What follows belongs to an exercise in optimizing a design on an open flow for small area, a short achievable clock period and few clock cycles per item; a production flow would make more cautious choices. Where RTL was checked, it was by simulation tests only, not by an equivalence proof against the original. The RTL of runs 7 to 9 was laid out without a check of its function. Power is estimated from default activity; no workload was simulated.

<file path="design.v">
module non_restoring_divider #(
    parameter DATA_WIDTH = 32
) (
    input  logic                    clk_i,
    input  logic                    clk_en_i,
    input  logic                    rst_n_i,
    input  logic [DATA_WIDTH - 1:0] dividend_i,
    input  logic [DATA_WIDTH - 1:0] divisor_i,
    input  logic                    data_valid_i,
    output logic [DATA_WIDTH - 1:0] quotient_o,
    output logic [DATA_WIDTH - 1:0] remainder_o,
    output logic                    divide_by_zero_o,
    output logic                    data_valid_o,
    output logic                    idle_o
);
    logic [31:0] divisor_q, rem_q, quo_q;
    logic [4:0]  cnt_q;
    logic        busy_q, valid_q, dbz_q;
    logic [1:0] skip;
    always_comb begin
        if      (|divisor_i[31:24]) skip = 2'd3;
        else if (|divisor_i[23:16]) skip = 2'd2;
        else if (|divisor_i[15:8])  skip = 2'd1;
        else                        skip = 2'd0;
    end
    logic [63:0] init;
    assign init = {32'b0, dividend_i} << {skip, 3'b000};
    logic [32:0] trial;
    logic [32:0] diff;
    logic        borrow;
    assign trial = {rem_q, quo_q[31]};
    assign {borrow, diff} = {1'b0, trial} - {2'b00, divisor_q};
    logic start;
    assign start = !busy_q && data_valid_i;
    always_ff @(posedge clk_i) begin
        if (!rst_n_i) begin
            busy_q  <= 1'b0;
            valid_q <= 1'b0;
        end else if (clk_en_i) begin
            valid_q <= busy_q && (cnt_q == 5'd0);
            if (busy_q)
                busy_q <= (cnt_q != 5'd0);
            else
                busy_q <= data_valid_i;
        end
    end
    always_ff @(posedge clk_i) begin
        if (clk_en_i) begin
            if (!busy_q) begin
                divisor_q      <= divisor_i;
                {rem_q, quo_q} <= init;
                cnt_q          <= {~skip, 3'b111};
                dbz_q          <= (divisor_i == 32'b0);
            end else if (busy_q) begin
                rem_q <= borrow ? trial[31:0] : diff[31:0];
                quo_q <= {quo_q[30:0], !borrow};
                cnt_q <= cnt_q - 5'd1;
            end
        end
    end
    assign quotient_o       = quo_q;
    assign remainder_o      = rem_q;
    assign divide_by_zero_o = dbz_q;
    assign data_valid_o     = valid_q;
    assign idle_o           = !busy_q;
endmodule
</file>
<file path="standard.sh">
#!/bin/bash
# synth_recipe.tcl (not shown) runs the flow's synth.tcl, then flattens the netlist and writes it again
# the make line also repeats each setting of config.mk as NAME=value (left out here)
make -C /OpenROAD-flow-scripts/flow DESIGN_CONFIG=/design/flow/config.mk WORK_HOME=/design/flow/orfs CLKGATE_MAP_FILE= SYNTH_SCRIPT=/design/flow/synth_recipe.tcl "${@:-finish}"
</file>
<file path="config.mk">
export PLATFORM = sky130hd
export DESIGN_NAME = non_restoring_divider
export DESIGN_NICKNAME = non_restoring_divider
export VERILOG_FILES = /design/flow/design.v
export SDC_FILE = /design/flow/constraint.sdc
export NUM_CORES = 4
export LEC_CHECK = 0
export CAP_MARGIN = 20
export CORE_MARGIN = 2
export CORE_UTILIZATION = 40
export CTS_BUF_LIST = sky130_fd_sc_hd__clkbuf_8
export GPL_ROUTABILITY_DRIVEN = 0
export SETUP_SLACK_MARGIN = 2.7
export SLEW_MARGIN = 20
</file>
<file path="flow/run.sh">
#!/bin/bash
# Standard ORFS layout (the standard.sh), with small buffers on the
# ports instead of the default delay-cell buffers (repair may still upsize
# them). ORFS writes each step's log under orfs/logs; make's own output goes
# to standard.log here.
set -euo pipefail
export BUFFER_PORTS_ARGS="-buffer_cell sky130_fd_sc_hd__buf_1"

bash standard.sh > standard.log 2>&1
</file>
<file path="constraint.sdc">
create_clock -name core_clock -period 6.0 [get_ports {clk_i}]
set_input_delay 1.2000 -clock core_clock [delete_from_list [all_inputs] [get_ports {clk_i}]]
set_output_delay 1.2000 -clock core_clock [all_outputs]
set_load 0.01 [all_outputs]
</file>
==> out/results.ini, run 1 <==
[status]
status=finished clean

[critical_path]
crit_path_start_kind=input pin
endpoint_kind=flip-flop
arrival_ns=3.35
critPathKind=in2reg
worstPathMaxFanout=25
cp.required_ns=6.15

[pwr]
p_leak_uw=0.002742
ir_drop_mv=0.1097
power_density_mw_per_mm2=238.6

[final_layout]
area.growth.synth_to_final_pct=16.72
fin_util=0.4747
diodes=0
layout.nets=876
drive_gt1_frac=0.08997
final_area_mm2=0.007486
fillCellCount=1578

[floorplanning]
fp.dieW_um=130.6
row_count=46
ios=135
core_mm2=0.01577
initial_utilization=0.4067
die_y_um=130.6
die-area_mm2=0.01706

[global_routing]
grt_max_degree=94
grt_antenna_before_repair=0
overflow=0
grt_pass1_wl_um=27630
grt_pass1_vias=5208
globalRouteTotalUtil=0.2132

[timing]
fmax_mhz=312.5
rsz0062_at_grt=no
whs_ns=0.5680
setup_violations=0
worstMarginPinSlew_ns=0.7594
period_minus_slack_ns=3.200
finalCritPeriodShare=0.5333
skew_ns=0.02329
hold_viol_final=0
max_slew_margin=0.4938
setup_tns_ns=0
slew_violations=0

[route]
first_pass_iters=5
vias_per_cell=5.504
drt-wirelength-per-cell_um=18.13
drc_errors=0
vias=5471
drt-total-wl_um=18020
drt_iter0_drc=339
ant_nets=0

[yosys]
synth_top_cells_by_count=102 x edfxtp_1, 90 x nand2_1, 60 x o21ai_0
synth.top_cell.area_share=0.4776
synth_seq_cells=104
syn_nets=742
syn_area_mm2=0.006414
synth_flop_cell=edfxtp_1
synth_cell_types=58
seq_area_frac_synth=0.4838
yosysWarnings=1
synth_area_leaders=edfxtp_1 48%, ha_1 6.6%, nand2_1 5.3%, o21ai_0 4.7%, a21oi_1 3.5%
async_reset_ff_frac=0
synth_most_common_cell=edfxtp_1
synth.largest_area_cell=edfxtp_1
syn_inst=639
synth_edf_count=102
syn-mean-instance-area_um2=10.04

[cts]
cts_buffer_depth=2
cts_sinks=104
root_buffer=clkbuf_8
cts_buffers=9
clk_latency_ns=0.40
hold_buffers=0
clk_pin_slew_ns=0.12
cts_tree=yes
h-tree-depth=3

[place]
hpwl_um=13440
placed_cell_area_mm2=0.007112
portBuffers=134

[worst_hold_path]
hold_class=reg2reg

[flow_run]
cap_violations=0

sequential cells by signal, summed over array words and instances, names as in the netlist:
signal,count
divisor_q,32
valid_q,1
dbz_q,1
cnt_q,5
quo_q,32
busy_q,1
rem_q,32
report_power, final:
part	internal, uW	switching, uW	leakage, uW
Combinational	180	286	0.00163
Clock	156	272	0.0000896
Sequential	858	33.6	0.00102
Total	1190	592	0.00274
logic make-up after synthesis:
| logic type | Yosys count | synth area share |
|---|---|---|
| simple gates | 192 | 0.1348 |
| compound gates | 182 | 0.1797 |
| flops | 104 | 0.4838 |
| buf+inv | 68 | 0.04506 |
| fa+ha+maj | 35 | 0.06945 |
| mux | 30 | 0.04897 |
| xor+xnor | 28 | 0.03824 |
stage by stage:
stage	power (uW)	instances	setup slack (ns)
6_report	1786	994	2.800
3_5_place_dp	1347	970	1.915
3_3_place_gp	1341	970	2.024
5_1_grt	1880	994	2.679
2_1_floorplan	1211	639	2.790
4_1_cts	1777	988	2.701
critical path, cell delays in order:
cell	delay, ns
buf_1	0.08
or4_1	0.61
nor2_4	0.24
nor2_1	0.10
nor2_2	0.13
buf_12	0.21
mux2_2	0.37
nor2b_1	0.13
a221o_1	0.26
repair_timing:
item | CTS | global route
setup buffers | 1 | 6
gates cloned | 1 | 0
endpoints found under the setup margin | 63 | 39
pin swaps | 1 | 6
gates resized for setup | 13 | 17
metal layers:
layer | vias up | global-route usage | routed length [um]
met5 | - | 0 | 0
met3 | 28 | 0.03624 | 964
li1 | 2632 | - | -
met4 | 0 | 0.08511 | 409
met2 | 174 | 0.3496 | 8526
met1 | 2637 | 0.2829 | 8122
area by class of cell:
cell class	count	area [um2]	area share
Inverter	43	165.2	0.02206
Tap cell	216	270.3	0.03610
Sequential cell	104	3104	0.4147
Clock buffer	9	123.9	0.01655
Timing Repair Buffer	147	625.6	0.08357
Timing Repair inverter	1	5.005	0.0006686
Multi-Input combinational cell	467	3136	0.4189
Clock inverter	7	56.30	0.007521
cells in the final DEF (no fill, tap or decap), types with 5 or more instances in the layout:
master | netlist | layout
mux2_2 | 11 | 11
buf_1 | 2 | 133
edfxtp_1 | 102 | 102
nor2_1 | 40 | 37
clkbuf_8 | 0 | 9
a221o_1 | 8 | 8
buf_4 | 2 | 10
mux2i_1 | 19 | 19
nor2b_1 | 6 | 5
o22ai_1 | 7 | 7
and3_1 | 6 | 6
o21ai_0 | 60 | 59
a31oi_1 | 8 | 7
xnor2_1 | 15 | 15
a21o_1 | 9 | 9
a22o_1 | 7 | 7
inv_1 | 43 | 43
nand3_1 | 17 | 17
a21oi_1 | 45 | 45
o211ai_1 | 5 | 5
ha_1 | 34 | 31
xor2_1 | 13 | 13
nand2_1 | 90 | 87
worst paths after layout:
kind              slack (ns)  depth (start not counted)           from        end
hold reg to reg         0.57                          2      quo_q[28]  quo_q[29]
setup reg to reg        2.88                         11       rem_q[7]  rem_q[27]
setup / recovery        2.80                          9  divisor_i[13]   rem_q[6]
hold / removal          0.57                          2      quo_q[28]  quo_q[29]
Testbench counts, summed over its fixed seeds: cycles 167,768, divisions 8,000.
==> inputs of run 2 (changes only) <==
--- a/config.mk
+++ b/config.mk
@@ -9,5 +9,4 @@
 export CORE_MARGIN = 2
-export CORE_UTILIZATION = 40
+export CORE_UTILIZATION = 70
 export CTS_BUF_LIST = sky130_fd_sc_hd__clkbuf_8
-export GPL_ROUTABILITY_DRIVEN = 0
 export SETUP_SLACK_MARGIN = 2.7
==> out/results.ini, run 2 <==
[cts]
root_buffer=clkbuf_8
clk_latency_ns=0.38
cts_sinks=104
hold_buffers=0
cts_tree=yes
clk_pin_slew_ns=0.11
cts_buffers=9
h-tree-depth=3
cts_buffer_depth=2

[final_layout]
area.growth.synth_to_final_pct=14.48
final_cell_mix=133 x buf_1, 102 x edfxtp_1, 88 x nand2_1
largestRegisters=divisor_q (32), quo_q (32), rem_q (32)
drive_gt1_frac=0.08398
diodes=0
final_common_cell=buf_1
layout.nets=872

[floorplanning]
initial_utilization=0.7283
fp.dieW_um=99.72
row_count=34
die-area_mm2=0.009944
core_mm2=0.008806
die_y_um=99.72
ios=135

[timing]
whs_ns=0.5477
fmax_mhz=307.5
finalCritPeriodShare=0.5420
period_minus_slack_ns=3.252
slew_violations=0
skew_ns=0.01742
setup_tns_ns=0
rsz0062_at_grt=yes
hold_viol_final=0
max_slew_margin=0.4452
worstMarginPinSlew_ns=0.8321
setup_violations=0

[place]
globalplace.congestion=0.9530
portBuffers=134
hpwl_um=13020

[route]
drt-total-wl_um=17660
ant_nets=0
drt-wirelength-per-cell_um=20.02
first_pass_iters=5
vias_per_cell=6.531
vias=5760
drc_errors=0
drt_iter0_drc=538

[yosys]
synth.top_cell.area_share=0.4776
synth_most_common_cell=edfxtp_1
seq_area_frac_synth=0.4838
synth_edf_count=102
syn_nets=742
async_reset_ff_frac=0
syn_area_mm2=0.006414
synth_cell_types=58
syn-mean-instance-area_um2=10.04
synth_flop_cell=edfxtp_1
synth_area_leaders=edfxtp_1 48%, ha_1 6.6%, nand2_1 5.3%, o21ai_0 4.7%, a21oi_1 3.5%
syn_inst=639
synth_top_cells_by_count=102 x edfxtp_1, 90 x nand2_1, 60 x o21ai_0
synth_seq_cells=104
yosysWarnings=1
synth.largest_area_cell=edfxtp_1

[critical_path]
cp_slowest_cell=edfxtp_1
crit_chain=ha_1 -> nor2b_1 -> o2111ai_1 -> nand3b_1 -> a2111oi_4 -> o21ai_1 -> a31oi_2 -> o21ai_0 -> xnor2_1 -> a211oi_1
worstPathMaxFanout=4
max_stage_delay_ns=0.45
arrival_ns=3.44
crit_path_start_kind=flip-flop
critPathKind=reg2reg
cp.required_ns=6.19
endpoint_kind=flip-flop

[global_routing]
grt_max_degree=92
grt_pass1_wl_um=27050
grt_antenna_before_repair=0
globalRouteTotalUtil=0.3539
overflow=0
grt_pass1_vias=5418

[status]
status=finished clean

[worst_hold_path]
hold_class=reg2reg

[pwr]
p_leak_uw=0.002741
ir_drop_mv=0.1653
power_density_mw_per_mm2=248.9

[flow_run]
cap_violations=0

==> run 2: changes by cell type in the layout (fill, tap and decap cells not counted), sizes merged <==
cell,previous run,this run
bufinv,0,1
buf,147,144
clkinvlp,4,1
clkinv,1,2
==> run 2: final timing paths <==
kind	start	cells after the start	slack (ns)	end
min	quo_q[11]	2	0.55	quo_q[12]
min reg2reg	quo_q[11]	2	0.55	quo_q[12]
max reg2reg	rem_q[1]	10	2.75	rem_q[28]
max	rem_q[1]	10	2.75	rem_q[28]
==> run 2: area by class of cell <==
type                       count  area [um2]
clock buffer                   9       123.9
clock inverter                 7       77.57
fill                         503        1464
inverter                      43       161.4
multi-input combinational    467        3149
sequential                   104        3104
tap                          108       135.1
timing repair buffer         144       590.6
==> run 2: report_power, final <==
group / internal [uW] / switching, uW / leakage, uW / total, uW
sequential: 858 / 33.5 / 0.00102 / 892
clock: 198 / 262 / 0.000101 / 460
combinational: 179 / 297 / 0.00162 / 476
==> run 2: kinds of logic after synthesis <==
group                    share of synthesized area
adder cells (fa/ha/maj)                    0.06945
AND/OR/NAND/NOR                             0.1348
XOR/XNOR                                   0.03824
flip-flops                                  0.4838
buffers and inverters                      0.04506
AO/OA/AOI/OAI                               0.1797
multiplexers                               0.04897
==> run 2: critical path: cells and delay by family (launching register included) <==
kind            cells  cell delay [ns]
simple gates        2             0.45
flops               1             0.45
fa+ha+maj           1             0.38
compound gates      6             1.61
xor+xnor            1             0.17
==> run 2: through the flow <==
step	util	std cells	setup slack, ns	power, uW	instance area (um2)
global placement	0.7931	863	2.081	1325	6984
floorplan	-	639	2.790	1211	6416
CTS	0.8247	880	2.715	1805	7262
detailed placement	0.7931	863	1.995	1346	6984
finish	0.8338	882	2.748	1827	7342
global route	0.8338	882	2.644	1899	7342
==> run 2: what timing repair did <==
| item | in CTS | in global routing |
|---|---|---|
| setup buffers | 1 | 2 |
| setup endpoints to repair | 59 | 39 |
| endpoints found under the hold margin | 0 | 0 |
| pin swaps | 1 | 3 |
| gates resized for setup | 14 | 13 |
==> run 2: per-layer routing <==
layer	vias up	share of wire	GRT usage	wire length (um)
met5	-	0	0	0
met4	0	0.031	0.1380	556
met3	45	0.096	0.04216	1692
met2	366	0.48	0.5748	8417
met1	2724	0.40	0.4922	6990
li1	2625	-	-	-
==> inputs of run 3 (changes only) <==
--- a/config.mk
+++ b/config.mk
@@ -7,7 +7,7 @@
 export LEC_CHECK = 0
-export CAP_MARGIN = 20
+export CAP_MARGIN = 5
 export CORE_MARGIN = 2
-export CORE_UTILIZATION = 70
+export CORE_UTILIZATION = 40
 export CTS_BUF_LIST = sky130_fd_sc_hd__clkbuf_8
 export SETUP_SLACK_MARGIN = 2.7
-export SLEW_MARGIN = 20
+export SLEW_MARGIN = 5
==> out/results.ini, run 3 <==
[cts]
h-tree-depth=3
root_buffer=clkbuf_8
clk_pin_slew_ns=0.12
cts_buffer_depth=2
cts_buffers=9
clk_latency_ns=0.40
cts_sinks=104
cts_tree=yes
hold_buffers=0

[critical_path]
r2r_start=rem_q[7]
arrival_ns=3.35
r2r_slack_ns=2.88
crit_path_start=divisor_i[13]
cp.required_ns=6.15
endpoint_kind=flip-flop
critPathKind=in2reg
crit_path_start_kind=input pin
worstPathMaxFanout=25

[timing]
setup_tns_ns=0
rsz0062_at_grt=no
worstMarginPinSlew_ns=0.7594
period_minus_slack_ns=3.200
max_slew_margin=0.4938
hold_viol_final=0
setup_violations=0
slew_violations=0
finalCritPeriodShare=0.5333
fmax_mhz=312.5
skew_ns=0.02329

[route]
drc_errors=0
drt-total-wl_um=18020
vias=5471
vias_per_cell=5.504
drt_iter0_drc=339
ant_nets=0
drt-wirelength-per-cell_um=18.13
first_pass_iters=5

[yosys]
syn_area_mm2=0.006414
synth_edf_count=102
synth_cell_types=58
syn-mean-instance-area_um2=10.04
synth_flop_cell=edfxtp_1
yosysWarnings=1
syn_inst=639
synth_seq_cells=104
synth.top_cell.area_share=0.4776
synth_top_cells_by_count=102 x edfxtp_1, 90 x nand2_1, 60 x o21ai_0
async_reset_ff_frac=0
synth_area_leaders=edfxtp_1 48%, ha_1 6.6%, nand2_1 5.3%, o21ai_0 4.7%, a21oi_1 3.5%
synth.largest_area_cell=edfxtp_1
synth_most_common_cell=edfxtp_1
seq_area_frac_synth=0.4838
syn_nets=742

[pwr]
p_clk_frac=0.240
combPwrFrac=0.261
p_leak_uw=0.002742
power_density_mw_per_mm2=238.6
p_total_uw=1786
p_int_uw=1194
seqPwrFrac=0.499
ir_drop_mv=0.1097
power_switching_uw=591.6
swShare=0.3313

[worst_hold_path]
min_from=quo_q[28]
hold_class=reg2reg

[global_routing]
grt_pass1_vias=5208
globalRouteTotalUtil=0.2132
grt_max_degree=94
overflow=0
grt_antenna_before_repair=0
grt_pass1_wl_um=27630

[final_layout]
drive_gt1_frac=0.08997
final_area_mm2=0.007486
fillCellCount=1578
area.growth.synth_to_final_pct=16.72
diodes=0
layout.nets=876
fin_util=0.4747
largestRegisters=divisor_q (32), quo_q (32), rem_q (32)
final_cell_mix=133 x buf_1, 102 x edfxtp_1, 87 x nand2_1
layout.cells.non_filler=994
final_common_cell=buf_1

[place]
placed_cell_area_mm2=0.007112
place_inst=970
portBuffers=134
hpwl_um=13440
globalplace.congestion=0.9035

[floorplanning]
core_mm2=0.01577
die-area_mm2=0.01706
row_count=46
die_y_um=130.6
fp.dieW_um=130.6
initial_utilization=0.4067
ios=135

[status]
status=finished clean

[flow_run]
cap_violations=0

## run 3: final timing paths
path / endpoint / cells past startpoint
worst max register to register: rem_q[27] / 11
worst min register to register: quo_q[29] / 2
worst max-delay path: rem_q[6] / 9
worst min-delay path: quo_q[29] / 2
## run 3: repair_timing
action | 4_1_cts | 5_1_grt
buffers inserted | 1 | 6
setup endpoints to repair | 63 | 39
gates cloned | 1 | 0
resized for setup | 13 | 17
pin swaps | 1 | 6
## run 3: layout make-up
cell class,count,area [um2],area share
flip-flops and latches,104,3104,0.4147
clock inverters,7,56.30,0.007521
repair inverters,1,5.005,0.0006686
clock buffers,9,123.9,0.01655
inverters,43,165.2,0.02206
repair buffers,147,625.6,0.08357
well taps,216,270.3,0.03610
multi-input cells,467,3136,0.4189
## run 3: per-stage QoR
stage | hold slack, ns | setup WS, ns
after floorplan | 0.5556 | 2.790
after global placement | 0.5362 | 2.024
after detailed placement | 0.5431 | 1.915
after CTS | 0.5723 | 2.701
after global routing | 0.5898 | 2.679
final | 0.5680 | 2.800
## run 3: worst max-delay path, stage by stage
cell     delay, ns
buf_1         0.08
or4_1         0.61
nor2_4        0.24
nor2_1        0.10
nor2_2        0.13
buf_12        0.21
mux2_2        0.37
nor2b_1       0.13
a221o_1       0.26
## run 3: logic make-up (layout without fill, tap and decap cells)
family,Yosys count,count (layout),synth area share
adders and majority gates,35,35,0.06945
AOI/OAI and AO/OA,182,182,0.1797
muxes,30,30,0.04897
DFF,104,104,0.4838
xor gates and xnor gates,28,28,0.03824
and+or+nand+nor,192,192,0.1348
buffers and inverters,68,207,0.04506
## run 3: power by group through the flow
| stage | combinational (uW) | clock, uW | sequential (uW) |
|---|---|---|---|
| floorplan | 297 | 0 | 913 |
| global placement | 433 | 0 | 908 |
| detailed placement | 439 | 0 | 908 |
| CTS | 447 | 438 | 892 |
| global route | 517 | 466 | 897 |
| finish | 466 | 429 | 892 |
## run 3: metal layers
metal | wire length, um | share of wire | global-route usage
met3 | 964 | 0.053 | 0.03624
met2 | 8526 | 0.47 | 0.3496
met4 | 409 | 0.023 | 0.08511
met5 | 0 | 0 | 0
met1 | 8122 | 0.45 | 0.2829
==> inputs of run 4 (changes only) <==
--- a/config.mk
+++ b/config.mk
@@ -7,7 +7,7 @@
 export LEC_CHECK = 0
-export CAP_MARGIN = 5
+export CAP_MARGIN = 20
 export CORE_MARGIN = 2
 export CORE_UTILIZATION = 40
-export CTS_BUF_LIST = sky130_fd_sc_hd__clkbuf_8
+export CTS_BUF_LIST = sky130_fd_sc_hd__clkbuf_8 sky130_fd_sc_hd__clkbuf_16
 export SETUP_SLACK_MARGIN = 2.7
-export SLEW_MARGIN = 5
+export SLEW_MARGIN = 20
==> out/results.ini, run 4 <==
[status]
status=finished clean

[timing]
fmax_mhz=312.3
max_slew_margin=0.4957
setup_violations=0
skew_ns=0.02155
period_minus_slack_ns=3.202
rsz0062_at_grt=no
finalCritPeriodShare=0.5337
worst_slack_ns=2.798
setup_tns_ns=0
worstMarginPinSlew_ns=0.7565
hold_viol_final=0
slew_violations=0

[place]
portBuffers=134
place_inst=970
place_ws_ns=1.915
hpwl_um=13440
globalplace.congestion=0.9035

[floorplanning]
ios=135
core_mm2=0.01577
die-area_mm2=0.01706
fp.dieW_um=130.6
die_y_um=130.6
row_count=46
initial_utilization=0.4067

[global_routing]
overflow=0
grt_antenna_before_repair=0
grt_pass1_wl_um=27740
grt_pass1_vias=5223
globalRouteTotalUtil=0.2133
grt_max_degree=94

[yosys]
synth_edf_count=102
syn_nets=742
synth_seq_cells=104
synth_flop_cell=edfxtp_1
async_reset_ff_frac=0
synth_area_leaders=edfxtp_1 48%, ha_1 6.6%, nand2_1 5.3%, o21ai_0 4.7%, a21oi_1 3.5%
yosysWarnings=1
synth_cell_types=58
synth.largest_area_cell=edfxtp_1
syn_area_mm2=0.006414
synth_top_cells_by_count=102 x edfxtp_1, 90 x nand2_1, 60 x o21ai_0
seq_area_frac_synth=0.4838
syn_inst=639
syn-mean-instance-area_um2=10.04
synth_most_common_cell=edfxtp_1
synth.top_cell.area_share=0.4776

[cts]
cts_sinks=104
cts_tree=yes
cts_buffer_depth=2
cts_buffers=9
root_buffer=clkbuf_16
h-tree-depth=3
clk_pin_slew_ns=0.09
clk_latency_ns=0.37

[pwr]
ir_drop_mv=0.1556
p_leak_uw=0.002784
power_density_mw_per_mm2=255.8

[final_layout]
layout.cells.non_filler=993
drive_gt1_frac=0.09009
final_cell_mix=133 x buf_1, 102 x edfxtp_1, 87 x nand2_1
final_common_cell=buf_1
layout.nets=875
diodes=0
largestRegisters=divisor_q (32), quo_q (32), rem_q (32)
fin_util=0.4810
area.growth.synth_to_final_pct=18.28

[route]
drt_iter0_drc=307
vias=5490
vias_per_cell=5.529
drt-wirelength-per-cell_um=18.27
ant_nets=0
drt-total-wl_um=18150
drc_errors=0
first_pass_iters=5

[critical_path]
endpoint_kind=flip-flop
arrival_ns=3.32
r2r_cells=11
cp_slowest_cell=or4_1
r2r-end=rem_q[27]
crit_family=simple AND/OR/NAND/NOR gates
r2r_start=rem_q[13]
crit_path_start_kind=input pin
max_stage_delay_ns=0.57
crit_chain=buf_1 -> or4_1 -> nor2_4 -> nor2_1 -> nor2_2 -> buf_12 -> mux2_2 -> nor2b_1 -> a221o_1
r2r_slack_ns=2.87
path_buf_inv=2
cp.required_ns=6.11
critPathKind=in2reg
worstPathMaxFanout=25

[worst_hold_path]
hold_end=quo_q[29]
holdPathStages=2
min_from=quo_q[28]
hold_class=reg2reg

[flow_run]
cap_violations=0

-- run 4: cell count changes in the layout (fill, tap and decap cells not counted), sizes merged --
cell,previous run,this run
buf,147,146
-- run 4: worst max-delay path by stage --
stage                   from        end  cells past startpoint
6_report        divisor_i[9]   rem_q[6]                      9
3_5_place_dp   divisor_i[29]   quo_q[7]                      8
5_1_grt            rem_q[13]  rem_q[27]                     11
4_1_cts        divisor_i[17]   rem_q[0]                      6
2_1_floorplan  divisor_i[13]  quo_q[16]                      8
3_3_place_gp   divisor_i[29]   quo_q[4]                      8
-- run 4: logic make-up after synthesis --
logic type,share of synthesized area
AO/OA/AOI/OAI,0.1797
XOR/XNOR,0.03824
adder cells (fa/ha/maj),0.06945
buffers and inverters,0.04506
flip-flops,0.4838
multiplexers,0.04897
AND/OR/NAND/NOR,0.1348
-- run 4: metrics by stage --
stage	instance area, um2	power [uW]	hold slack, ns
finish	7586	1941	0.5598
global route	7586	2032	0.5809
CTS	7467	1928	0.5635
detailed placement	7112	1347	0.5431
global placement	7112	1341	0.5362
floorplan	6416	1211	0.5556
-- run 4: tightest hold or removal path: cells and delay by family, from the launching register on --
family / cells / cell delay (ns)
flip-flops: 1 / 0.35
AO/OA/AOI/OAI: 1 / 0.06
AND/OR/NAND/NOR: 1 / 0.05
-- run 4: timing repair --
item	4_1_cts	5_1_grt
gates resized for setup	16	15
buffers inserted	1	5
hold buffers	0	0
cloned	1	0
setup endpoints to repair	63	19
pin swaps	1	7
-- run 4: final cells by class --
| type | instances | area, um2 |
|---|---|---|
| fill | 1566 | 8184 |
| multi-input combinational | 467 | 3142 |
| sequential | 104 | 3104 |
| timing repair buffer | 146 | 618.1 |
| tap | 216 | 270.3 |
| clock buffer | 9 | 225.2 |
| inverter | 43 | 165.2 |
| clock inverter | 7 | 56.30 |
| timing repair inverter | 1 | 5.005 |
-- run 4: power breakdown --
| part | total (uW) | switching (uW) | internal (uW) |
|---|---|---|---|
| clock network | 583 | 296 | 287 |
| logic | 466 | 287 | 179 |
| registers | 892 | 33.7 | 858 |
| total | 1940 | 616 | 1320 |
-- run 4: routing by layer --
metal	vias up	GRT usage	wire, um
li1	2630	-	-
met1	2643	0.2845	8139
met2	187	0.3493	8535
met3	30	0.03664	1070
met4	0	0.08260	399
met5	-	0	0
==> inputs of run 5 (changes only) <==
--- a/config.mk
+++ b/config.mk
@@ -11,2 +11,3 @@
 export CTS_BUF_LIST = sky130_fd_sc_hd__clkbuf_8 sky130_fd_sc_hd__clkbuf_16
+export PLACE_DENSITY = 0.8
 export SETUP_SLACK_MARGIN = 2.7
==> out/results.ini, run 5 <==
[status]
status=finished clean

[yosys]
synth_top_cells_by_count=102 x edfxtp_1, 90 x nand2_1, 60 x o21ai_0
synth_most_common_cell=edfxtp_1
synth.largest_area_cell=edfxtp_1
syn_nets=742
synth_area_leaders=edfxtp_1 48%, ha_1 6.6%, nand2_1 5.3%, o21ai_0 4.7%, a21oi_1 3.5%
syn_area_mm2=0.006414
syn_inst=639
yosysWarnings=1
syn-mean-instance-area_um2=10.04
synth_edf_count=102
synth.top_cell.area_share=0.4776
async_reset_ff_frac=0
synth_cell_types=58
synth_flop_cell=edfxtp_1
seq_area_frac_synth=0.4838
synth_seq_cells=104

[global_routing]
busiest_layer=met2
overflow=0
met2_usage=0.3465
grt_pass1_wl_um=28210
grt_max_degree=92
globalRouteTotalUtil=0.2177
grt_antenna_before_repair=1
met3_usage=0.05090
grt_use_met1=0.2966
grt_pass1_vias=5247

[timing]
finalCritPeriodShare=0.5329
rsz0062_at_grt=yes
slew_violations=0
worstMarginPinSlew_ns=0.9463
skew_ns=0.01404
fmax_mhz=312.7
max_slew_margin=0.3691
worst_slack_ns=2.802
period_minus_slack_ns=3.198
setup_violations=0
whs_ns=0.5681
hold_viol_final=0
setup_tns_ns=0

[floorplanning]
fp.dieW_um=130.6
die_y_um=130.6
core_mm2=0.01577
row_count=46
ios=135
die-area_mm2=0.01706
initial_utilization=0.4067

[final_layout]
ff_latch_area_mm2=0.003104
largestRegisters=divisor_q (32), quo_q (32), rem_q (32)
multi_input_area_mm2=0.003127
layout.nets=875
final_cell_mix=133 x buf_1, 102 x edfxtp_1, 87 x nand2_1
final_common_cell=buf_1
fin_util=0.4818
drive_gt1_frac=0.08623
fillCellCount=1496
area.growth.synth_to_final_pct=18.47

[route]
vias=5489
drt-total-wl_um=18510
vias_per_cell=5.522
first_pass_iters=6
drc_errors=0
drt-wirelength-per-cell_um=18.62
drt_iter0_drc=558
ant_nets=0

[cts]
clk_latency_ns=0.36
clk_pin_slew_ns=0.07
h-tree-depth=3
cts_sinks=104
cts_tree=yes
cts_buffer_depth=2
root_buffer=clkbuf_16
cts_buffers=9
hold_buffers=0

[critical_path]
crit_path_start_kind=flip-flop
worstPathMaxFanout=5
r2r_slack_ns=2.80
endpoint_kind=flip-flop
arrival_ns=3.31
cp.required_ns=6.11
critPathKind=reg2reg

[pwr]
power_density_mw_per_mm2=260.9
p_leak_uw=0.002810
p_total_uw=1983
p_clk_frac=0.313
combPwrFrac=0.237
power_switching_uw=607.0
swShare=0.3062
ir_drop_mv=0.1531
seqPwrFrac=0.450
p_int_uw=1376

[flow_run]
cap_violations=0

[worst_hold_path]
hold_class=reg2reg

[place]
hpwl_um=13540
portBuffers=134
place_ws_ns=1.992
globalplace.congestion=0.9314

-- run 5: per-stage QoR --
step | cell area (um2) | cells
after floorplan | 6416 | 639
after global placement | 7119 | 971
after detailed placement | 7119 | 971
after CTS | 7475 | 988
after global routing | 7599 | 994
final | 7599 | 994
-- run 5: power by group through the flow --
stage	combinational, uW	sequential (uW)	clock, uW
3_3_place_gp	434	907	0
5_1_grt	523	897	657
2_1_floorplan	297	913	0
6_report	470	892	621
4_1_cts	450	892	627
3_5_place_dp	440	908	0
-- run 5: layout make-up --
cell class                 count  area share
multi-input combinational    467      0.4115
sequential                   104      0.4085
timing repair buffer         147     0.08250
tap                          216     0.03557
clock buffer                  10     0.03145
inverter                      43     0.02124
clock inverter                 6    0.008892
antenna                        1   0.0003293
-- run 5: worst max-delay path, cell delays in order, from the launching register on --
cell      delay [ns]
edfxtp_1        0.47
ha_1            0.40
a21oi_1         0.21
o21ai_0         0.17
a211oi_2        0.28
a31oi_2         0.18
buf_4           0.19
o41ai_4         0.27
nor3_1          0.10
a211oi_2        0.26
mux2i_1         0.10
a311o_1         0.31
-- run 5: cell families after synthesis --
group,Yosys count,share of synthesized area
flip-flops,104,0.4838
adder cells (fa/ha/maj),35,0.06945
XOR/XNOR,28,0.03824
buffers and inverters,68,0.04506
AO/OA/AOI/OAI,182,0.1797
multiplexers,30,0.04897
AND/OR/NAND/NOR,192,0.1348
-- run 5: path summary, 6_finish.rpt --
check / start / to / depth (start not counted)
setup reg to reg: rem_q[9] / rem_q[27] / 11
hold / removal: quo_q[29] / quo_q[30] / 2
setup / recovery: rem_q[9] / rem_q[27] / 11
hold reg to reg: quo_q[29] / quo_q[30] / 2
-- run 5: per-layer routing --
layer | wire (um) | up-vias
met5 | 0 | -
met3 | 1497 | 32
li1 | - | 2619
met2 | 8772 | 241
met4 | 439 | 0
met1 | 7801 | 2597
-- run 5: timing repair --
item | in CTS | in global routing
resized for setup | 10 | 18
hold endpoints to repair | 0 | 0
pin swaps | 1 | 6
setup buffers | 1 | 5
setup endpoints to repair | 55 | 50
==> inputs of run 6 (changes only) <==
--- a/config.mk
+++ b/config.mk
@@ -11,4 +11,3 @@
 export CTS_BUF_LIST = sky130_fd_sc_hd__clkbuf_8 sky130_fd_sc_hd__clkbuf_16
-export PLACE_DENSITY = 0.8
-export SETUP_SLACK_MARGIN = 2.7
+export SETUP_SLACK_MARGIN = 2.8
 export SLEW_MARGIN = 20
==> out/results.ini, run 6 <==
[yosys]
syn_nets=742
syn_inst=639
synth_top_cells_by_count=102 x edfxtp_1, 90 x nand2_1, 60 x o21ai_0
synth_flop_cell=edfxtp_1
synth.largest_area_cell=edfxtp_1
synth_edf_count=102
synth_cell_types=58
async_reset_ff_frac=0
synth_area_leaders=edfxtp_1 48%, ha_1 6.6%, nand2_1 5.3%, o21ai_0 4.7%, a21oi_1 3.5%
syn-mean-instance-area_um2=10.04
yosysWarnings=1
syn_area_mm2=0.006414
synth.top_cell.area_share=0.4776
synth_most_common_cell=edfxtp_1
synth_seq_cells=104
seq_area_frac_synth=0.4838

[global_routing]
grt_antenna_before_repair=1
grt_pass1_vias=5368
grt_pass1_wl_um=28210
globalRouteTotalUtil=0.2169
overflow=0
grt_max_degree=94

[worst_hold_path]
hold_class=reg2reg
holdPathStages=2
min_from=quo_q[11]

[timing]
max_slew_margin=0.4847
period_minus_slack_ns=3.127
slew_violations=0
finalCritPeriodShare=0.5212
hold_viol_final=0
skew_ns=0.01551
setup_violations=0
setup_tns_ns=0
fmax_mhz=319.8
rsz0062_at_grt=no
worstMarginPinSlew_ns=0.7729
whs_ns=0.5654

[critical_path]
r2r_cells=12
cp.required_ns=6.11
endpoint_kind=flip-flop
critPathKind=in2reg
worstPathMaxFanout=5
arrival_ns=3.24
r2r_start=quo_q[31]
crit_path_start=divisor_i[9]
crit_path_start_kind=input pin

[floorplanning]
initial_utilization=0.4067
fp.dieW_um=130.6
ios=135
row_count=46
die-area_mm2=0.01706
core_mm2=0.01577
die_y_um=130.6

[route]
drt-wirelength-per-cell_um=18.15
first_pass_iters=4
drc_errors=0
drt-total-wl_um=18200
drt_iter0_drc=354
ant_nets=0
vias=5541
vias_per_cell=5.524

[flow_run]
cap_violations=0

[pwr]
p_leak_uw=0.002852
power_density_mw_per_mm2=252.2
ir_drop_mv=0.1478

[final_layout]
final_area_mm2=0.007737
area.growth.synth_to_final_pct=20.64
largestRegisters=divisor_q (32), quo_q (32), rem_q (32)
final_common_cell=buf_1
diodes=0
fillCellCount=1537
layout.nets=885
drive_gt1_frac=0.1080
final_cell_mix=133 x buf_1, 102 x edfxtp_1, 87 x nand2_1
fin_util=0.4906

[cts]
clk_pin_slew_ns=0.08
cts_buffer_depth=2
h-tree-depth=3
clk_latency_ns=0.36
hold_buffers=0
cts_sinks=104
root_buffer=clkbuf_16
cts_buffers=9
cts_tree=yes

[status]
status=finished clean

[place]
portBuffers=134
globalplace.congestion=0.8777
hpwl_um=13760
placed_cell_area_mm2=0.007114

-- run 6: cell count changes in the layout (fill, tap and decap cells not counted), moves of 2 or more --
cell / delta
ha_4: +2
clkinvlp_4: +2
nor2_4: +2
nor2_1: -2
ha_2: -2
buf_4: +8
mux2i_1: -2
mux2i_2: +2
-- run 6: logic make-up after synthesis --
logic type                 after synthesis  synth area share
and+or+nand+nor                        192            0.1348
AOI/OAI and AO/OA                      182            0.1797
DFF                                    104            0.4838
buffers and inverters                   68           0.04506
adders and majority gates               35           0.06945
muxes                                   30           0.04897
xor gates and xnor gates                28           0.03824
-- run 6: final cells by class --
type | count | area, um2 | area share
sequential | 104 | 3104 | 0.4012
timing repair buffer | 156 | 693.2 | 0.08959
inverter | 43 | 165.2 | 0.02135
clock buffer | 10 | 239.0 | 0.03089
clock inverter | 6 | 45.04 | 0.005821
multi-input combinational | 467 | 3216 | 0.4156
timing repair inverter | 1 | 5.005 | 0.0006468
tap | 216 | 270.3 | 0.03493
-- run 6: final timing paths --
check / end / slack (ns)
max: quo_q[23] / 2.87
min reg2reg: quo_q[12] / 0.57
max reg2reg: rem_q[20] / 2.96
min: quo_q[12] / 0.57
-- run 6: per-stage QoR --
step           std cells  worst slack, ns  total power (uW)
2_1_floorplan        639            2.806              1211
6_report            1003            2.873              1951
4_1_cts              994            2.800              1941
5_1_grt             1003            2.784              2048
3_5_place_dp         970            1.697              1353
3_3_place_gp         970            1.779              1347
-- run 6: report_power, final --
| group | switching, uW | internal [uW] |
|---|---|---|
| combinational | 293 | 188 |
| clock | 280 | 296 |
| sequential | 35.6 | 859 |
| total | 608 | 1340 |
-- run 6: routing by layer --
| metal | global-route usage | vias up | wire, um |
|---|---|---|---|
| met2 | 0.3643 | 163 | 8813 |
| met4 | 0.07760 | 2 | 400 |
| li1 | - | 2647 | - |
| met1 | 0.2820 | 2700 | 7969 |
| met3 | 0.04031 | 29 | 1012 |
| met5 | 0 | - | 8 |
-- run 6: critical path: stages --
cell and delay (ns):
buf_1 0.08, or4_1 0.57, nor2_4 0.21, nor2_2 0.10, nor2_4 0.18, buf_4 0.18, mux2i_1 0.27, o21ai_0 0.13
mux2_2 0.31
-- run 6: repair_timing --
action / CTS / global route
pin swaps: 6 / 5
gates resized for setup: 21 / 21
endpoints found under the setup margin: 64 / 54
setup buffers: 7 / 9
cloned: 1 / 0
==> inputs of run 7 (changes only) <==
--- a/design.v
+++ b/design.v
@@ -31,3 +31,24 @@
     assign trial = {rem_q, quo_q[31]};
-    assign {borrow, diff} = {1'b0, trial} - {2'b00, divisor_q};
+    logic [33:0] g, p, gp, pp;
+    always_comb begin
+        g[0] = 1'b1;
+        p[0] = 1'b0;
+        for (int i = 0; i < 33; i++) begin
+            g[i+1] = trial[i] & ~((i < 32) ? divisor_q[i % 32] : 1'b0);
+            p[i+1] = ~(trial[i] ^ ((i < 32) ? divisor_q[i % 32] : 1'b0));
+        end
+        gp = g;
+        pp = p;
+        for (int l = 0; l < 6; l++) begin
+            for (int i = 0; i < 34; i++) begin
+                if ((i >> l) & 1) begin
+                    gp[i] = gp[i] | (pp[i] & gp[((i >> l) << l) - 1]);
+                    pp[i] = pp[i] & pp[((i >> l) << l) - 1];
+                end
+            end
+        end
+        for (int i = 0; i < 33; i++)
+            diff[i] = p[i+1] ^ gp[i];
+        borrow = ~gp[33];
+    end
     logic start;
==> flow/run.sh (replaced) <==
#!/bin/bash
# Standard ORFS layout, but with small buffers on the ports instead of the
# default delay-cell buffers (repair may still upsize them).
set -euo pipefail
export BUFFER_PORTS_ARGS="-buffer_cell sky130_fd_sc_hd__buf_1"
bash standard.sh > standard.log 2>&1
--- a/config.mk
+++ b/config.mk
@@ -10,4 +10,3 @@
 export CORE_UTILIZATION = 40
-export CTS_BUF_LIST = sky130_fd_sc_hd__clkbuf_8 sky130_fd_sc_hd__clkbuf_16
-export SETUP_SLACK_MARGIN = 2.8
+export SETUP_SLACK_MARGIN = 2.5
 export SLEW_MARGIN = 20
==> out/results.ini, run 7 <==
[critical_path]
max_stage_delay_ns=0.58
crit_path_start_kind=flip-flop
cp_slowest_cell=a2111oi_1
critPathKind=reg2reg
cp.required_ns=6.08
endpoint_kind=flip-flop
r2r_start=rem_q[23]
crit_chain=ha_1 -> a21oi_1 -> o21bai_1 -> a2111oi_1 -> o32a_1 -> o21ai_2 -> o41ai_4 -> buf_4 -> buf_4 -> nand2b_1 -> o21ai_0
arrival_ns=3.48
cpMostUsedCell=buf_4
worstPathMaxFanout=6
r2r-end=rem_q[27]
r2r_slack_ns=2.60
r2r_cells=11

[timing]
setup_tns_ns=0
slew_violations=0
max_slew_margin=0.3758
worstMarginPinSlew_ns=0.9363
setup_violations=0
rsz0062_at_grt=no
fmax_mhz=293.7
finalCritPeriodShare=0.5675
period_minus_slack_ns=3.405
skew_ns=0.01336
hold_viol_final=0

[yosys]
synth_top_cells_by_count=102 x edfxtp_1, 73 x nand2_1, 52 x nor2_1
yosysWarnings=1
synth_edf_count=102
async_reset_ff_frac=0
syn_inst=633
syn_area_mm2=0.006406
synth_seq_cells=104
synth_area_leaders=edfxtp_1 48%, ha_1 6.6%, mux2i_1 4.5%, nand2_1 4.3%, o21ai_0 3.3%
syn-mean-instance-area_um2=10.12
synth.top_cell.area_share=0.4781
synth.largest_area_cell=edfxtp_1
seq_area_frac_synth=0.4844
synth_flop_cell=edfxtp_1
synth_cell_types=57
syn_nets=739
synth_most_common_cell=edfxtp_1

[place]
portBuffers=134
globalplace.congestion=0.8942
placed_cell_area_mm2=0.007109
hpwl_um=13380

[cts]
clk_latency_ns=0.36
hold_buffers=0
root_buffer=clkbuf_16
h-tree-depth=3
cts_buffer_depth=2
cts_tree=yes
clk_pin_slew_ns=0.07
cts_sinks=104
cts_buffers=9

[route]
vias_per_cell=5.492
ant_nets=0
drt_iter0_drc=507
vias=5432
first_pass_iters=5
drc_errors=0
drt-total-wl_um=18140
drt-wirelength-per-cell_um=18.34

[floorplanning]
core_mm2=0.01577
die_y_um=130.6
ios=135
die-area_mm2=0.01704
initial_utilization=0.4062
fp.dieW_um=130.6
row_count=46

[pwr]
power_density_mw_per_mm2=255.0
p_total_uw=1926
ir_drop_mv=0.1602
p_leak_uw=0.002889

[global_routing]
globalRouteTotalUtil=0.2123
grt_pass1_vias=5181
grt_pass1_wl_um=27620
grt_max_degree=95
grt_antenna_before_repair=2
overflow=0

[status]
status=finished clean

[flow_run]
cap_violations=0

[final_layout]
fillCellCount=1556
fin_util=0.4790
final_common_cell=buf_1
layout.nets=873
largestRegisters=divisor_q (32), quo_q (32), rem_q (32)
drive_gt1_frac=0.07513
area.growth.synth_to_final_pct=17.91
final_area_mm2=0.007553
final_cell_mix=133 x buf_1, 102 x edfxtp_1, 71 x nand2_1

[worst_hold_path]
min_from=quo_q[27]
holdPathStages=2
hold_end=quo_q[28]
hold_class=reg2reg

-- run 7: cell count changes after synthesis, moves of 6 or more --
cell and delta:
o21ai_0 -18, nand2_1 -17, nor2_1 +12, mux2_2 -11, mux2i_1 +10, nor3_1 +9
a22oi_1 +8, a221o_1 -7, a221oi_1 +7, a21o_1 -6, inv_1 +6, o22ai_1 -6
-- run 7: per-layer routing --
layer,vias up,wire length [um],global-route usage
li1,2608,-,-
met1,2609,7771,0.2829
met2,184,8655,0.3428
met3,31,1232,0.04723
met4,0,478,0.07447
met5,-,0,0
-- run 7: worst max-delay path: cells and delay by family (launching register included) --
kind,cells,cell delay [ns]
adders and majority gates,1,0.39
DFF,1,0.46
and+or+nand+nor,1,0.32
buffers and inverters,2,0.34
AOI/OAI and AO/OA,7,1.62
-- run 7: area by class of cell --
type	count	area [um2]	area share
multi-input cells	453	3070	0.4065
clock buffers	10	229.0	0.03031
inverters	49	183.9	0.02435
clock inverters	6	67.56	0.008945
flip-flops and latches	104	3104	0.4110
repair buffers	150	625.6	0.08282
well taps	216	270.3	0.03578
diodes	1	2.502	0.0003313
-- run 7: cells by family after synthesis --
kind of cell    count (synthesis)  share of synthesized area
fa+ha+maj                      38                    0.07891
xor+xnor                       21                    0.02871
simple gates                  197                     0.1391
compound gates                168                     0.1750
flops                         104                     0.4844
buf+inv                        76                    0.04863
mux                            29                    0.04531
-- run 7: how the worst max path moves through the flow --
| stage | from | to | slack, ns | depth (start not counted) |
|---|---|---|---|---|
| after floorplan | divisor_i[21] | rem_q[13] | 2.79 | 9 |
| after global placement | divisor_i[21] | rem_q[13] | 1.52 | 9 |
| after detailed placement | divisor_i[21] | quo_q[0] | 1.35 | 8 |
| after CTS | rem_q[3] | rem_q[15] | 2.54 | 10 |
| after global routing | rem_q[15] | rem_q[27] | 2.50 | 11 |
| final | rem_q[23] | rem_q[27] | 2.60 | 11 |
-- run 7: through the flow --
step / setup WS (ns) / hold slack [ns] / cells
floorplan: 2.786 / 0.5556 / 633
global placement: 1.517 / 0.5430 / 963
detailed placement: 1.347 / 0.5472 / 963
CTS: 2.539 / 0.5653 / 985
global route: 2.498 / 0.5967 / 988
finish: 2.595 / 0.5581 / 989
-- run 7: report_power, final --
group | switching, uW | leakage [uW] | internal (uW)
Sequential | 34.4 | 0.00102 | 858
Clock | 274 | 0.000141 | 326
Combinational | 263 | 0.00173 | 170
-- run 7: what timing repair did --
item | 4_1_cts | 5_1_grt
pin swaps | 2 | 3
setup buffers | 6 | 2
endpoints found under the setup margin | 54 | 34
cloned | 0 | 1
resized for setup | 11 | 6
==> inputs of run 8 (changes only) <==
==> design.v (replaced) <==
module non_restoring_divider #(
    parameter DATA_WIDTH = 32
) (
    input  logic                    clk_i,
    input  logic                    clk_en_i,
    input  logic                    rst_n_i,
    input  logic [DATA_WIDTH - 1:0] dividend_i,
    input  logic [DATA_WIDTH - 1:0] divisor_i,
    input  logic                    data_valid_i,
    output logic [DATA_WIDTH - 1:0] quotient_o,
    output logic [DATA_WIDTH - 1:0] remainder_o,
    output logic                    divide_by_zero_o,
    output logic                    data_valid_o,
    output logic                    idle_o
);
    logic [31:0] divisor_q, rem_q, quo_q;
    logic [3:0]  cnt_q;
    logic        busy_q, valid_q, dbz_q;
    logic [1:0] skip;
    always_comb begin
        if      (|divisor_i[31:24]) skip = 2'd3;
        else if (|divisor_i[23:16]) skip = 2'd2;
        else if (|divisor_i[15:8])  skip = 2'd1;
        else                        skip = 2'd0;
    end
    logic [63:0] init;
    assign init = {32'b0, dividend_i} << {skip, 3'b000};
    logic [32:0] trial1, diff1, trial2, diff2;
    logic        borrow1, borrow2;
    logic [31:0] rem1;
    assign trial1 = {rem_q, quo_q[31]};
    assign {borrow1, diff1} = {1'b0, trial1} - {2'b00, divisor_q};
    assign rem1 = borrow1 ? trial1[31:0] : diff1[31:0];
    assign trial2 = {rem1, quo_q[30]};
    assign {borrow2, diff2} = {1'b0, trial2} - {2'b00, divisor_q};
    logic start;
    assign start = !busy_q && data_valid_i;
    always_ff @(posedge clk_i) begin
        if (!rst_n_i) begin
            busy_q  <= 1'b0;
            valid_q <= 1'b0;
        end else if (clk_en_i) begin
            valid_q <= busy_q && (cnt_q == 4'd0);
            if (busy_q)
                busy_q <= (cnt_q != 4'd0);
            else
                busy_q <= data_valid_i;
        end
    end
    always_ff @(posedge clk_i) begin
        if (clk_en_i) begin
            if (start) begin
                divisor_q      <= divisor_i;
                {rem_q, quo_q} <= init;
                cnt_q          <= {~skip, 2'b11};
                dbz_q          <= (divisor_i == 32'b0);
            end else if (busy_q) begin
                rem_q <= borrow2 ? trial2[31:0] : diff2[31:0];
                quo_q <= {quo_q[29:0], !borrow1, !borrow2};
                cnt_q <= cnt_q - 4'd1;
            end
        end
    end
    assign quotient_o       = quo_q;
    assign remainder_o      = rem_q;
    assign divide_by_zero_o = dbz_q;
    assign data_valid_o     = valid_q;
    assign idle_o           = !busy_q;
endmodule
==> run.sh (new file) <==
#!/bin/bash
# synth_recipe.tcl (not shown) runs the flow's synth.tcl, then flattens the netlist and writes it again
# the make line also repeats each setting of config.mk as NAME=value (left out here)
make -C /OpenROAD-flow-scripts/flow DESIGN_CONFIG=/design/flow/config.mk WORK_HOME=/design/flow/orfs CLKGATE_MAP_FILE= SYNTH_SCRIPT=/design/flow/synth_recipe.tcl finish
removed: flow/run.sh
removed: standard.sh
==> out/results.ini, run 8 <==
[status]
status=finished clean

[pwr]
p_clk_frac=0.071
power_switching_uw=3916
swShare=0.4367
power_density_mw_per_mm2=708.0
seqPwrFrac=0.131
ir_drop_mv=0.3654
combPwrFrac=0.797
p_int_uw=5051
p_leak_uw=0.004770

[floorplanning]
core_mm2=0.02036
fp.dieW_um=148.7
row_count=52
die-area_mm2=0.02212
ios=135
initial_utilization=0.4113
die_y_um=148.7

[worst_hold_path]
holdPathStages=2
hold_class=reg2reg
min_from=valid_q
hold_end=valid_q

[final_layout]
layout.nets=1268
drive_gt1_frac=0.2876
final_common_cell=clkdlybuf4s50_1
final_cell_mix=133 x clkdlybuf4s50_1, 104 x nand2_1, 101 x edfxtp_1
area.growth.synth_to_final_pct=51.20
diodes=0
largestRegisters=divisor_q (32), quo_q (32), rem_q (32)

[global_routing]
grt_pass1_wl_um=46190
grt_pass1_vias=8322
overflow=0
grt_max_degree=60
globalRouteTotalUtil=0.2736
grt_antenna_before_repair=0

[critical_path]
r2r_start=rem_q[13]
arrival_ns=5.19
r2r-end=rem_q[0]
endpoint_kind=flip-flop
r2r_cells=24
cp.required_ns=6.13
critPathKind=reg2reg
r2r_slack_ns=0.94
crit_path_start=rem_q[13]
worstPathMaxFanout=6
crit_path_start_kind=flip-flop

[yosys]
synth_most_common_cell=nand2_1
yosysWarnings=1
synth-simple-area-share=0.1332
synthAdderAreaFrac=0.1034
synth.top_cell.area_share=0.3621
synth_cell_types=74
syn_inst=891
synthMuxAreaShare=0.07423
synth-compound-area-share=0.2270
synth_flop_cell=edfxtp_1
synth-xor-area-share=0.05541
synth_seq_cells=103
syn-mean-instance-area_um2=9.402
synth.largest_area_cell=edfxtp_1
async_reset_ff_frac=0
synth_edf_count=101
syn_nets=1027
synth_top_cells_by_count=106 x nand2_1, 101 x edfxtp_1, 66 x ha_1
syn_area_mm2=0.008377
synth_area_leaders=edfxtp_1 36%, ha_1 9.9%, mux2i_1 6.2%, nand2_1 4.7%, o21ai_0 3.5%
synth_top_family_by_area=compound AO/OA/AOI/OAI gates
seq_area_frac_synth=0.3668

[flow_run]
cap_violations=0

[route]
drt_iter0_drc=602
drt-total-wl_um=30540
vias_per_cell=5.814
first_pass_iters=5
vias=8181
drc_errors=0
drt-wirelength-per-cell_um=21.71
ant_nets=0

[cts]
clk_latency_ns=0.37
cts_buffers=9
root_buffer=clkbuf_16
hold_buffers=0
clk_pin_slew_ns=0.08
cts_sinks=103
cts_tree=yes
h-tree-depth=3
cts_buffer_depth=2

[timing]
setup_tns_ns=0
finalCritPeriodShare=0.8434
slew_violations=0
whs_ns=0.4999
max_slew_margin=0.4146
skew_ns=0.01691
fmax_mhz=197.6
rsz0062_at_grt=yes
worstMarginPinSlew_ns=0.8782
period_minus_slack_ns=5.060
setup_violations=0
hold_viol_final=0

[place]
globalplace.congestion=0.9534
hpwl_um=20430
portBuffers=134

run 8: how the worst max path moves through the flow:
stage	endpoint
after floorplan	rem_q[6]
after global placement	rem_q[30]
after detailed placement	rem_q[0]
after CTS	rem_q[0]
after global routing	rem_q[7]
final	rem_q[0]
run 8: power by group through the flow:
| stage | logic [uW] | registers, uW | clock network (uW) |
|---|---|---|---|
| after floorplan | 3620 | 1200 | 0 |
| after global placement | 4710 | 1190 | 0 |
| after detailed placement | 4730 | 1190 | 0 |
| after CTS | 6540 | 1170 | 646 |
| after global routing | 7630 | 1190 | 670 |
| final | 7150 | 1180 | 640 |
run 8: what timing repair did:
action / 4_1_cts / 5_1_grt
endpoints found under the hold margin: 0 / 0
resized for setup: 156 / 62
endpoints found under the setup margin: 64 / 57
pin swaps: 49 / 32
setup buffers: 83 / 16
gates cloned: 8 / 2
run 8: critical path, cell delays in order, from the launching register on:
cell and delay, ns:
edfxtp_1 0.44, ha_4 0.31, a21oi_2 0.05, buf_4 0.14, o21ba_4 0.19, o41a_1 0.43, o211ai_2 0.11, a31oi_4 0.06
buf_12 0.18, buf_6 0.12, a211oi_2 0.15, a21o_1 0.17, ha_4 0.22, or4_4 0.52, o21ai_4 0.08, a211oi_2 0.07
a21oi_2 0.19, o21a_2 0.18, o21ai_4 0.07, a21oi_2 0.18, o211ai_1 0.17, buf_4 0.19, clkbuf_16 0.16, mux2i_1 0.12
a221o_1 0.29
run 8: final cells by class:
class | instances | area (um2)
sequential | 103 | 3073
tap | 270 | 337.8
multi-input combinational | 709 | 6180
fill | 1649 | 7699
clock buffer | 9 | 225.2
timing repair buffer | 257 | 2567
inverter | 52 | 195.2
clock inverter | 7 | 87.58
run 8: logic make-up after synthesis:
family | Yosys count
fa+ha+maj | 68
flops | 103
mux | 61
simple gates | 238
buf+inv | 80
compound gates | 288
xor+xnor | 53
run 8: layer usage:
layer,track usage,vias to the layer above,wire length (um)
met5,0,-,0
met4,0.1057,0,1067
met3,0.05859,58,2139
met2,0.4451,323,14250
met1,0.3577,3963,13080
li1,-,3837,-
run 8: stage by stage:
step / total power (uW) / cells / setup slack [ns] / instance area (um2) / util
CTS: 8352 / 1389 / 1.107 / 12170 / 0.5977
global route: 9495 / 1407 / 0.7937 / 12670 / 0.6220
global placement: 5899 / 1282 / 0.6757 / 10240 / 0.5026
detailed placement: 5912 / 1282 / 0.5712 / 10240 / 0.5026
finish: 8967 / 1407 / 0.9396 / 12670 / 0.6220
floorplan: 4821 / 891 / 1.413 / 8579 / -
==> inputs of run 9 (changes only) <==
==> flow/run.sh (new file) <==
#!/bin/bash
# Standard ORFS layout (the standard.sh), with small buffers on the
# ports instead of the default delay-cell buffers (repair may still upsize
# them). ORFS writes each step's log under orfs/logs; make's own output goes
# to standard.log here.
set -euo pipefail
export BUFFER_PORTS_ARGS="-buffer_cell sky130_fd_sc_hd__buf_1"

bash standard.sh > standard.log 2>&1
==> standard.sh (new file) <==
#!/bin/bash
# synth_recipe.tcl (not shown) runs the flow's synth.tcl, then flattens the netlist and writes it again
# the make line also repeats each setting of config.mk as NAME=value (left out here)
make -C /OpenROAD-flow-scripts/flow DESIGN_CONFIG=/design/flow/config.mk WORK_HOME=/design/flow/orfs CLKGATE_MAP_FILE= SYNTH_SCRIPT=/design/flow/synth_recipe.tcl "${@:-finish}"
--- a/config.mk
+++ b/config.mk
@@ -10,3 +10,4 @@
 export CORE_UTILIZATION = 40
-export SETUP_SLACK_MARGIN = 2.5
+export CTS_BUF_LIST = sky130_fd_sc_hd__clkbuf_8
+export SETUP_SLACK_MARGIN = 1.0
 export SLEW_MARGIN = 20
removed: run.sh
==> out/results.ini, run 9 <==
[status]
status=finished clean

[floorplanning]
die-area_mm2=0.02212
die_y_um=148.7
initial_utilization=0.4113
fp.dieW_um=148.7
core_mm2=0.02036
row_count=52
ios=135

[cts]
cts_tree=yes
h-tree-depth=3
cts_buffer_depth=2
root_buffer=clkbuf_8
cts_buffers=9
cts_sinks=103
clk_latency_ns=0.40
hold_buffers=0
clk_pin_slew_ns=0.12

[final_layout]
final_area_mm2=0.01085
diodes=0
largestRegisters=divisor_q (32), quo_q (32), rem_q (32)
final_common_cell=buf_1
layout.nets=1225
final_cell_mix=134 x buf_1, 105 x nand2_1, 101 x edfxtp_1
layout.cells.non_filler=1364
area.growth.synth_to_final_pct=29.50
drive_gt1_frac=0.2093

[yosys]
yosysWarnings=1
synth.largest_area_cell=edfxtp_1
syn_area_mm2=0.008377
synth_seq_cells=103
async_reset_ff_frac=0
seq_area_frac_synth=0.3668
synth_edf_count=101
synth_flop_cell=edfxtp_1
synth.top_cell.area_share=0.3621
syn_inst=891
syn-mean-instance-area_um2=9.402
synth_most_common_cell=nand2_1
synth_area_leaders=edfxtp_1 36%, ha_1 9.9%, mux2i_1 6.2%, nand2_1 4.7%, o21ai_0 3.5%
synth_cell_types=74
syn_nets=1027
synth_top_cells_by_count=106 x nand2_1, 101 x edfxtp_1, 66 x ha_1

[timing]
period_minus_slack_ns=5.121
rsz0062_at_grt=yes
slew_violations=0
setup_violations=0
hold_viol_final=0
skew_ns=0.01380
max_slew_margin=0.2782
finalCritPeriodShare=0.8536
fmax_mhz=195.3
setup_tns_ns=0
worstMarginPinSlew_ns=1.073

[global_routing]
globalRouteTotalUtil=0.2408
grt_max_degree=60
grt_pass1_wl_um=41250
grt_use_met1=0.3221
met3_usage=0.04141
overflow=0
met2_usage=0.4007
busiest_layer=met2
grt_pass1_vias=7631
grt_antenna_before_repair=0

[route]
drt-total-wl_um=27990
drt_iter0_drc=637
ant_nets=0
first_pass_iters=5
drc_errors=0
vias_per_cell=5.801
vias=7913
drt-wirelength-per-cell_um=20.52

[critical_path]
arrival_ns=5.25
endpoint_kind=flip-flop
critPathKind=reg2reg
worstPathMaxFanout=8
crit_path_start_kind=flip-flop
cp.required_ns=6.12

[place]
placed_cell_area_mm2=0.009198
portBuffers=134
globalplace.congestion=0.9634
place_inst=1280
hpwl_um=19710

[pwr]
power_density_mw_per_mm2=719.7
p_leak_uw=0.004037
ir_drop_mv=0.3333

[worst_hold_path]
hold_class=reg2reg

[flow_run]
cap_violations=0

## run 9: final timing paths
check | from | endpoint | slack (ns) | cells past startpoint
worst max register to register | rem_q[18] | rem_q[3] | 0.88 | 23
worst max-delay path | rem_q[18] | rem_q[3] | 0.88 | 23
worst min register to register | valid_q | valid_q | 0.50 | 2
worst min-delay path | valid_q | valid_q | 0.50 | 2
## run 9: layout make-up
class | instances | area [um2]
flip-flops and latches | 103 | 3073
clock inverters | 7 | 95.09
inverters | 52 | 195.2
repair buffers | 215 | 1286
clock buffers | 9 | 123.9
multi-input cells | 708 | 5737
fillers | 1862 | 9517
well taps | 270 | 337.8
## run 9: what timing repair did
item	4_1_cts	5_1_grt
pin swaps	25	45
cloned	1	4
buffers inserted	34	29
resized for setup	60	87
endpoints found under the setup margin	33	33
## run 9: logic make-up (layout without fill, tap and decap cells)
kind of cell / count (synthesis) / after routing / share of synthesized area
AND/OR/NAND/NOR: 238 / 238 / 0.1332
multiplexers: 61 / 61 / 0.07423
XOR/XNOR: 53 / 53 / 0.05541
buffers and inverters: 80 / 283 / 0.03988
flip-flops: 103 / 103 / 0.3668
adder cells (fa/ha/maj): 68 / 68 / 0.1034
AO/OA/AOI/OAI: 288 / 288 / 0.2270
## run 9: power by group
group / internal [uW] / total, uW / switching [uW]
combinational: 2970 / 6120 / 3150
clock: 207 / 514 / 307
sequential: 1040 / 1170 / 136
## run 9: worst max-delay path, stage by stage, from the launching register on
cell and delay, ns:
edfxtp_1 0.46, ha_4 0.32, and4_4 0.25, nand4bb_4 0.13
o41a_1 0.43, o211ai_2 0.11, a31oi_4 0.08, buf_12 0.16
clkbuf_16 0.15, nand2_1 0.08, o21ai_0 0.17, ha_1 0.37
o21a_1 0.17, o31ai_4 0.08, a211oi_2 0.27, a21oi_2 0.11
o21a_2 0.24, o21ai_4 0.21, a21oi_4 0.09, o211ai_1 0.22
buf_6 0.20, buf_12 0.16, mux2i_1 0.21, o221ai_1 0.16
## run 9: stage by stage
step	hold slack (ns)	total power, uW	utilization	worst slack (ns)
floorplan	0.4997	4665	-	1.047
global placement	0.4724	5583	0.4516	0.3667
detailed placement	0.4776	5597	0.4516	0.3730
CTS	0.4977	6740	0.4966	1.002
global route	0.5406	8290	0.5327	0.7290
finish	0.4998	7807	0.5327	0.8787
## run 9: layer usage
metal | up-vias | share of wire
li1 | 3744 | -
met1 | 3824 | 0.43
met2 | 294 | 0.48
met5 | - | 0
met3 | 51 | 0.064
met4 | 0 | 0.028

static timing again, ports no longer ideal:
The results above use ideal ports. As a check the final layouts listed here were re-extracted and re-timed, cells and wires unchanged. Step 1 assumes that a clkbuf_16 drives the clock port and a buf_2 every other input. Step 2 also shifts input and output timing later by t, the mid clock arrival at the registers, as if the neighbouring blocks saw the same clock. Three values: no drivers, after step 1, after step 2; two values: the first two.
run	t, ns	setup WS [ns]	hold slack, ns	worst setup path at the end	latest minus earliest clock arrival (ns)
run 1	0.430	2.800 / 2.770 / 2.389	0.568 / 0.568 / 0.568	input to register	0.024 / 0.024
run 2	0.399	2.748 / 2.748 / 2.390	0.548 / 0.548 / 0.548	input to register	0.018 / 0.017
run 3	0.430	2.800 / 2.770 / 2.389	0.568 / 0.568 / 0.568	input to register	0.024 / 0.024
run 4	0.402	2.798 / 2.815 / 2.416	0.560 / 0.560 / 0.560	input to register	0.022 / 0.022
run 5	0.398	2.802 / 2.802 / 2.429	0.568 / 0.568 / 0.568	input to register	0.014 / 0.014
run 6	0.393	2.873 / 2.887 / 2.494	0.565 / 0.565 / 0.565	input to register	0.015 / 0.016
run 7	0.389	2.595 / 2.595 / 2.258	0.558 / 0.558 / 0.558	input to register	0.015 / 0.015
run 8	0.414	0.940 / 0.940 / 0.940	0.500 / 0.500 / 0.500	register to register	0.017 / 0.017
run 9	0.437	0.879 / 0.879 / 0.879	0.500 / 0.500 / 0.500	register to register	0.014 / 0.014
After both steps every run listed still meets setup and hold.
